Source: an optimization exercise on an open RTL-to-GDS flow (aim: small area). Production flows keep margins and buffers that such runs may drop.
The RTL was checked by simulation tests, not by an equivalence proof against the original design.

==> inputs of branch juniper <==
// algorithm_top
module algorithm_top (
  input  logic            clk,
  input  logic            rst_n,
  input  logic            s_axis_valid,
  output logic            s_axis_ready,
  input  logic signed [DATA_WIDTH*2-1:0] s_axis_data,  
  output logic            m_axis_valid,
  input  logic            m_axis_ready,
  output logic signed [OUTPUT_WIDTH*2-1:0] m_axis_data
);
==> flow/config.mk <==
export PLATFORM = sky130hd
export DESIGN_NAME = algorithm_top
export DESIGN_NICKNAME = algorithm_top
export VERILOG_FILES = /design/flow/design.v
export SDC_FILE = /design/flow/constraint.sdc
export NUM_CORES = 4
export LEC_CHECK = 0
export CAP_MARGIN = 20
export CORE_MARGIN = 2
export CORE_UTILIZATION = 40
export SLEW_MARGIN = 20
==> flow/constraint.sdc <==
create_clock -name core_clock -period 11.0 [get_ports {clk}]
set_input_delay 2.2000 -clock core_clock [delete_from_list [all_inputs] [get_ports {clk}]]
set_output_delay 2.2000 -clock core_clock [all_outputs]
set_load 0.01 [all_outputs]
run.sh (not shown) runs the stock make flow with config.mk's settings and CLKGATE_MAP_FILE= SYNTH_SCRIPT=/design/flow/synth_recipe.tcl, a recipe that flattens the netlist after the stock synthesis.
==> branch willow: changes against branch juniper <==
--- a/flow/design.v
+++ b/flow/design.v
@@ -35,13 +35,20 @@
   end
   always_ff @(posedge clk) begin
     if (push) mem[wr_ptr[PTR_BITS-1:0]] <= in_data;
   end
   logic [DATA_WIDTH*2-1:0] head;
   logic [1:0] k;
-  assign head = mem[rd_ptr[PTR_BITS-1:0]];
+  logic [DEPTH-1:0] rd_sel;
+  always_comb begin
+    head = '0;
+    for (int j = 0; j < DEPTH; j++) begin
+      rd_sel[j] = (rd_ptr[PTR_BITS-1:0] == j);
+      head = head | ({(DATA_WIDTH*2){rd_sel[j]}} & mem[j]);
+    end
+  end
   assign k = rd_ptr[1:0];
   logic [DATA_WIDTH-1:0] a, b;
   assign a = head[DATA_WIDTH*2-1 -: DATA_WIDTH];
   assign b = head[DATA_WIDTH-1 -: DATA_WIDTH];
   logic [16:0] q_r, q_i;
   wire r_0 = (k == 2'd0) ? 1'b0 : (k == 2'd1) ? b[0] : (k == 2'd2) ? 1'b0 : 1'b0;
CAP_MARGIN = 10   (was 20)
CORE_UTILIZATION = 65   (was 40)
CTS_BUF_LIST = sky130_fd_sc_hd__clkbuf_4 sky130_fd_sc_hd__clkbuf_8   (was default)
SLEW_MARGIN = 10   (was 20)
==> comparison table <==
| item | branch juniper | branch willow |
|---|---|---|
| FILL cells | 6,564 | 2,886 |
| Met1 track demand over resource | 0.268 | 0.479 |
| Run status | timing/DRC/antenna clean | timing/DRC/antenna clean |
| Fraction of the yosys area taken by sequential cells | 0.520 | 0.536 |
| Routed vias/inst | 5.58 | 6.62 |
| Fraction of area in multi-input gates | 0.390 | 0.372 |
| Global-route usage over all layers | 0.200 | 0.371 |
| Area occupied by registers | 15,600 um^2 | 15,600 um^2 |
| Least setup slack across all paths after layout | 0.360 ns | 0.209 ns |
| Reg-to-reg critical path endpoint | core_i.mem[7][22] | core_i.mem[15][17] |
| WP data arrival | 8.44 ns | 8.59 ns |
| Post-CTS Setup Repair Bufs | 0 | 1 |

========
==> trial 86: inputs <==
Another version of the RTL of algorithm_top (not shown whole).
Design algorithm_top, start of the top module:
module algorithm_top (
  input  logic            clk,
  input  logic            rst_n,
  input  logic            s_axis_valid,
  output logic            s_axis_ready,
  input  logic signed [DATA_WIDTH*2-1:0] s_axis_data,  
  output logic            m_axis_valid,
  input  logic            m_axis_ready,
  output logic signed [OUTPUT_WIDTH*2-1:0] m_axis_data
);
Settings: LEC_CHECK=0, CAP_MARGIN=5, CORE_MARGIN=2, CORE_UTILIZATION=40, GPL_TIMING_DRIVEN=0, SLEW_MARGIN=5; clock period 11.0 ns.
standard.sh (not shown) runs the stock make flow with config.mk's settings and CLKGATE_MAP_FILE= SYNTH_SCRIPT=/design/flow/synth_recipe.tcl, a recipe that flattens the netlist after the stock synthesis.
==> flow/flow/run.sh <==
#!/bin/bash
# Own layout flow: the standard ORFS flow (standard.sh) with a few make settings changed:
#  - SYNTH_ARGS=-noabc: skip the quick ABC pass inside Yosys's synth so that the full-adder
#    extraction sees the adder logic as written (registers are unaffected)
#  - port buffers are buf_1 instead of the default choice
#  - clock tree synthesis without dummy loads, with larger sink clusters of clkbuf_16
set -o pipefail
bash standard.sh \
  SYNTH_ARGS=-noabc \
  BUFFER_PORTS_ARGS="-buffer_cell sky130_fd_sc_hd__buf_1" \
  CTS_ARGS="-sink_clustering_enable -repair_clock_nets -dont_use_dummy_load -sink_clustering_size 25 -sink_clustering_max_diameter 80 -buf_list sky130_fd_sc_hd__clkbuf_16" \
   finish > standard_flow.log 2>&1
==> build 88: changes against trial 86 <==
--- a/flow/design.v
+++ b/flow/design.v
@@ -9,52 +9,48 @@
   output logic            in_ready,
   input  logic signed [DATA_WIDTH*2-1:0] in_data,  
   output logic            out_valid,
   input  logic            out_ready,
   output logic signed [OUTPUT_WIDTH*2-1:0] out_data
 );
   localparam int DEPTH = PIPELINE_DEPTH;
-  localparam int CNT_BITS = $clog2(DEPTH) + 1;
-  logic [CNT_BITS-1:0] count;    
-  logic [1:0] rd_k;              
+  localparam int PTR_BITS = $clog2(DEPTH);
+  logic [PTR_BITS:0] wr_ptr, rd_ptr;
   logic [DATA_WIDTH*2-1:0] mem [0:DEPTH-1];
   logic empty, full, push, pop;
-  assign empty = (count == 0);
-  assign full  = (count == DEPTH);
+  assign empty = (wr_ptr == rd_ptr);
+  assign full  = (wr_ptr[PTR_BITS] != rd_ptr[PTR_BITS]) &&
+                 (wr_ptr[PTR_BITS-1:0] == rd_ptr[PTR_BITS-1:0]);
   assign in_ready  = !full;
   assign out_valid = !empty;
   assign push = in_valid && !full;
   assign pop  = out_ready && !empty;
   always_ff @(posedge clk or negedge rst_n) begin
     if (!rst_n) begin
-      count <= '0;
-      rd_k  <= '0;
+      wr_ptr <= '0;
+      rd_ptr <= '0;
     end else begin
-      if (push && !pop) count <= count + 1'b1;
-      else if (pop && !push) count <= count - 1'b1;
-      if (pop) rd_k <= rd_k + 1'b1;
+      if (push) wr_ptr <= wr_ptr + 1'b1;
+      if (pop)  rd_ptr <= rd_ptr + 1'b1;
     end
   end
   always_ff @(posedge clk) begin
-    if (push) begin
-      mem[0] <= in_data;
-      for (int j = 1; j < DEPTH; j++) mem[j] <= mem[j-1];
-    end
+    if (push) mem[wr_ptr[PTR_BITS-1:0]] <= in_data;
   end
   logic [DATA_WIDTH*2-1:0] head;
   logic [1:0] k;
-  assign k = rd_k;
   logic [DEPTH-1:0] rd_sel;
   always_comb begin
     head = '0;
     for (int j = 0; j < DEPTH; j++) begin
-      rd_sel[j] = (count == j + 1);
+      rd_sel[j] = (rd_ptr[PTR_BITS-1:0] == j);
       head = head | ({(DATA_WIDTH*2){rd_sel[j]}} & mem[j]);
     end
   end
+  assign k = rd_ptr[1:0];
   logic [DATA_WIDTH-1:0] a, b;
   assign a = head[DATA_WIDTH*2-1 -: DATA_WIDTH];
   assign b = head[DATA_WIDTH-1 -: DATA_WIDTH];
   logic [16:0] q_r, q_i;
   wire r_0 = (k == 2'd0) ? 1'b0 : (k == 2'd1) ? b[0] : (k == 2'd2) ? 1'b0 : 1'b0;
   wire r_1 = (k == 2'd0) ? 1'b0 : (k == 2'd1) ? b[1] : (k == 2'd2) ? b[0] : 1'b0;
   wire r_2 = (k == 2'd0) ? 1'b0 : (k == 2'd1) ? b[2] : (k == 2'd2) ? b[1] : b[0];
==> flow/flow/run.sh (replaced) <==
#!/bin/bash
# Own layout flow: the standard ORFS flow (standard.sh) with a few make settings changed:
#  - SYNTH_ARGS=-noabc: skip the quick ABC pass inside Yosys's synth so that the full-adder
#    extraction sees the adder logic as written (registers are unaffected)
#  - port buffers are buf_1 instead of the default choice
#  - clock tree synthesis without dummy loads, with larger sink clusters of clkbuf_16
#  - RECOVER_POWER=100: after global routing, downsize gates on paths with positive slack
set -o pipefail
bash standard.sh \
  SYNTH_ARGS=-noabc \
  BUFFER_PORTS_ARGS="-buffer_cell sky130_fd_sc_hd__buf_1" \
  CTS_ARGS="-sink_clustering_enable -repair_clock_nets -dont_use_dummy_load -sink_clustering_size 25 -sink_clustering_max_diameter 80 -buf_list sky130_fd_sc_hd__clkbuf_16" \
  RECOVER_POWER=100 finish > standard_flow.log 2>&1
CAP_MARGIN = 20   (was 5)
GPL_TIMING_DRIVEN = not set   (was 0)
SLEW_MARGIN = 20   (was 5)
==> run notes <==
| metric | trial 86 | build 88 |
|---|---|---|
| Final worst hold slack | 0.437 ns | 0.491 ns |
| Startpoint of the lowest-slack hold path | core_i.mem[14][12] | core_i.rd_ptr[4] |
| Post-route fraction of the period consumed by the critical path | 0.974 | 0.976 |
| Fraction of the mapped netlist area in adder cells | 0.188 | 0.188 |
| Synthesized-area fraction occupied by xor and xnor cells | 0.00691 | 0.00954 |
| Met1 Wirelength | 36,100 um | 34,900 um |
| Proportion of synthesized chip area in sequential cells | 0.558 | 0.568 |
| Iteration-0 DRC Markers | 2,271 | 2,082 |
| Well tap count | 931 | 882 |
| Number of multi-input combinational cells | 1,261 | 1,269 |
| Setup WS post-layout | 0.286 ns | 0.264 ns |
| Status | timing/DRC/antenna clean | failed layout checks |
| Layout check failures | - | max-capacitance violations, max-slew violations |
| DR WL met3 | 6810 um | 6120 um |
| Inverters | 37 | 45 |
| Reg2Reg Depth | 16 | 8 |
| Non-clock buffering overhead | 0.0791 | 0.0559 |
| Area occupied by multi-input gates | 0.0122 sq mm | 0.0116 sq mm |
| Average footprint of a synthesized cell | 14.3 sq um | 14.0 sq um |
| Crit path DAT | 8.51 ns | 8.54 ns |
| Final wirelength | 86,900 um | 84,100 um |

## separate check: timing with driven ports
The results above use ideal ports. As a check the final layouts listed here were re-extracted and re-timed, cells and wires unchanged. Step 1, drivers: a clkbuf_16 drives clk and a buf_2 each remaining input, both assumed. Step 2, shift: input delay + t, output delay - t, t = (earliest + latest rising clock arrival at the registers) / 2. This alone moves slack from input paths to output paths. Slacks: no drivers / after step 1 / after step 2; pairs: no drivers / after step 1.
| run | t, ns | setup WS [ns] | pins driven straight from the clock port |
|---|---|---|---|
| branch juniper | 0.602 | 0.360 / 0.308 / 0.910 | 1 |
| branch willow | 0.665 | 0.209 / 0.158 / 0.823 | 1 |
| trial 86 | 0.618 | 0.286 / 0.231 / 0.849 | 1 |
| build 88 | 0.611 | 0.264 / 0.211 / 0.822 | 1 |
